This design comes from an exercise in tuning for small area and a short achievable clock period on the open sky130 flow, not from production work.
Function was checked by simulation only, so behaviour that the tests miss may differ from the original.

==> flow/design.v (excerpt) <==
module fullchip (clk, mem_in, inst, reset, out);
parameter col = 8;
parameter bw = 8;
parameter bw_psum = 2*bw+4;
parameter pr = 8;
input  clk;
input  [pr*bw-1:0] mem_in;
input  [16:0] inst;
input  reset;
output [bw_psum*col-1:0] out;
core core_instance (
      .reset(reset),
      .clk(clk),
      .mem_in(mem_in),
      .inst(inst),
      .out(out)
);
endmodule
==> module mac_col, before the edit <==
module mac_col (clk, reset, q_a, q_b, sel, q_out, load, load_next, out);
parameter col_id = 1;
parameter DUAL = 0;
parameter LAST = 0;
input  clk, reset;
input  [63:0] q_a;
input  [63:0] q_b;
input  sel;
output [63:0] q_out;
input  load;         
input  load_next;    
output [18:0] out;
reg  [3:0]   cnt_q;
reg          load_ready_q;
reg  [63:0]  key_q;
reg  [97:0] prod_q;
reg          cap_q;      
reg  [3:0]   cnt_n;
reg          load_ready_n;
wire [63:0]  q_in = (DUAL && !sel) ? q_b : q_a;
wire         capture = load && (cnt_q == 9 - col_id);
wire [97:0] prod_a;
wire [63:0] key_in_force_a = ({64{!load_ready_q}} & key_q) | ({64{cap_q}} & q_a);
wire [63:0] key_in_force_b = ({64{!load_ready_q}} & key_q) | ({64{cap_q}} & q_b);
mac_s1 mac_s1_a (.a(q_a), .b(key_in_force_a), .r(prod_a));
generate
  if (DUAL) begin : dual
    wire [97:0] prod_b;
    reg  [97:0] prod_b_q;
    reg         sel_q;
    mac_s1 mac_s1_b (.a(q_b), .b(key_in_force_b), .r(prod_b));
    always @ (posedge clk) begin
      prod_q <= prod_a;
      prod_b_q <= prod_b;
      sel_q <= sel;
    end
    mac_s2 mac_s2_instance (.r(sel_q ? prod_q : prod_b_q), .out(out));
  end
  else begin : single
    always @ (posedge clk)
      prod_q <= prod_a;
    mac_s2 mac_s2_instance (.r(prod_q), .out(out));
  end
endgenerate
generate
  if (LAST) begin : no_query
    assign q_out = 64'd0;
  end
  else begin : query
    reg [63:0] query_q;
    always @ (posedge clk)
      query_q <= q_in;
    assign q_out = query_q;
  end
endgenerate
always @ (*) begin
  cnt_n = cnt_q;
  load_ready_n = load_ready_q;
  if (load) begin
    if (capture) begin
      cnt_n = 4'd0;
      load_ready_n = 1'b0;
    end
    else if (load_ready_q)
      cnt_n = cnt_q + 4'd1;
  end
end
always @ (posedge clk or posedge reset) begin
  if (reset) begin
    cnt_q <= 4'd0;
    load_ready_q <= 1'b1;
    cap_q <= 1'b0;
  end
  else begin
    cnt_q <= cnt_n;
    load_ready_q <= load_ready_n;
    cap_q <= load_next && (cnt_n == 9 - col_id);
  end
end
always @ (posedge clk)
  if (capture)
    key_q <= q_in;
endmodule
==> flow/config.mk <==
export PLATFORM = sky130hd
export DESIGN_NAME = fullchip
export DESIGN_NICKNAME = fullchip
export VERILOG_FILES = /design/flow/design.v
export SDC_FILE = /design/flow/constraint.sdc
export NUM_CORES = 4
export LEC_CHECK = 0
export ABC_CLOCK_PERIOD_IN_PS = 4000
export CAP_MARGIN = 20
export CORE_MARGIN = 2
export CORE_UTILIZATION = 45
export PLACE_DENSITY = 0.6
export SLEW_MARGIN = 20
==> flow/constraint.sdc <==
create_clock -name core_clock -period 12.0 [get_ports {clk}]
set_input_delay 2.4000 -clock core_clock [delete_from_list [all_inputs] [get_ports {clk}]]
set_output_delay 2.4000 -clock core_clock [all_outputs]
set_load 0.01 [all_outputs]
standard.sh (not shown) runs the stock make flow with config.mk's settings and CLKGATE_MAP_FILE= SYNTH_SCRIPT=/design/flow/synth_recipe.tcl, a recipe that flattens the netlist after the stock synthesis.
==> flow/flow/run.sh <==
#!/bin/bash
set -euo pipefail
sed '1s/-noshare/-noshare -noabc/' synth_recipe.tcl > my_synth.tcl
MARGIN=$(cat flow/margin.txt)
bash standard.sh SYNTH_SCRIPT=$PWD/my_synth.tcl SETUP_SLACK_MARGIN=$MARGIN finish > flow_make.log 2>&1
==> flow/flow/margin.txt <==
7.6
Rerun with:
--- a/flow/design.v
+++ b/flow/design.v
@@ -134,34 +134,26 @@
 reg          cap_q;      
 reg  [3:0]   cnt_n;
 reg          load_ready_n;
 wire [63:0]  q_in = (DUAL && !sel) ? q_b : q_a;
 wire         capture = load && (cnt_q == 9 - col_id);
 wire [97:0] prod_a;
-wire [63:0] key_in_force_a = ({64{!load_ready_q}} & key_q) | ({64{cap_q}} & q_a);
-wire [63:0] key_in_force_b = ({64{!load_ready_q}} & key_q) | ({64{cap_q}} & q_b);
-mac_s1 mac_s1_a (.a(q_a), .b(key_in_force_a), .r(prod_a));
+mac_s1 mac_s1_a (.a(q_a), .b(key_q | ({64{cap_q}} & q_a)), .r(prod_a));
 generate
   if (DUAL) begin : dual
     wire [97:0] prod_b;
-    reg  [97:0] prod_b_q;
-    reg         sel_q;
-    mac_s1 mac_s1_b (.a(q_b), .b(key_in_force_b), .r(prod_b));
-    always @ (posedge clk) begin
-      prod_q <= prod_a;
-      prod_b_q <= prod_b;
-      sel_q <= sel;
-    end
-    mac_s2 mac_s2_instance (.r(sel_q ? prod_q : prod_b_q), .out(out));
+    mac_s1 mac_s1_b (.a(q_b), .b(key_q | ({64{cap_q}} & q_b)), .r(prod_b));
+    always @ (posedge clk)
+      prod_q <= sel ? prod_a : prod_b;
   end
   else begin : single
     always @ (posedge clk)
       prod_q <= prod_a;
-    mac_s2 mac_s2_instance (.r(prod_q), .out(out));
   end
 endgenerate
+mac_s2 mac_s2_instance (.r(prod_q), .out(out));
 generate
   if (LAST) begin : no_query
     assign q_out = 64'd0;
   end
   else begin : query
     reg [63:0] query_q;
@@ -184,22 +176,22 @@
 end
 always @ (posedge clk or posedge reset) begin
   if (reset) begin
     cnt_q <= 4'd0;
     load_ready_q <= 1'b1;
     cap_q <= 1'b0;
+    key_q <= 64'd0;
   end
   else begin
     cnt_q <= cnt_n;
     load_ready_q <= load_ready_n;
     cap_q <= load_next && (cnt_n == 9 - col_id);
+    if (capture)
+      key_q <= q_in;
   end
 end
-always @ (posedge clk)
-  if (capture)
-    key_q <= q_in;
 endmodule
 module mac_s1 (r, a, b);
   input  [63:0] a;
   input  [63:0] b;
   output [97:0] r;
   wire p1 = a[0] & b[0];
After rerunning: The new run passed the timing, design-rule and antenna checks; die area climbs by 0.49%; synthesized cell count grows by 5.5%; wire length increases by 0.36%; setup slack is worse by 0.12 ns; critical path depth shrinks by 1; clock skew went down by 0.033 ns; sequential share of layout area drops by 0.94 points; utilization shrinks by 0.65 points; global-route usage hardly moves; final area shrinks by 0.63%; first-iteration DRC count goes down by 1.9%.

-- re-timing with driven ports --
The results above use ideal ports. As a check the final layouts listed here were re-extracted and re-timed, cells and wires unchanged.
Step 1: set_driving_cell puts a clkbuf_16 on clk and a buf_2 on each other input, an assumption about the parent block.
Step 2 moves the port delays by t, midway between the first and last clock arrival at a register: inputs arrive t later, outputs are due t later. That takes back most of the time a late clock gives input paths.
Three values: ideal ports, drivers, drivers and shift; two values: the first two.
run	shift t [ns]	setup WS [ns]	worst register clock-pin slew, ns
the first run	1.235	7.185 / 7.185 / 6.453	0.08 / 0.08
the second run	1.228	7.063 / 7.063 / 6.511	0.11 / 0.11
After both steps setup and hold are still met in every run listed. For the first run, which loses most, drivers alone change the setup slack by 0.000 ns; drivers and shift together by -0.732 ns.
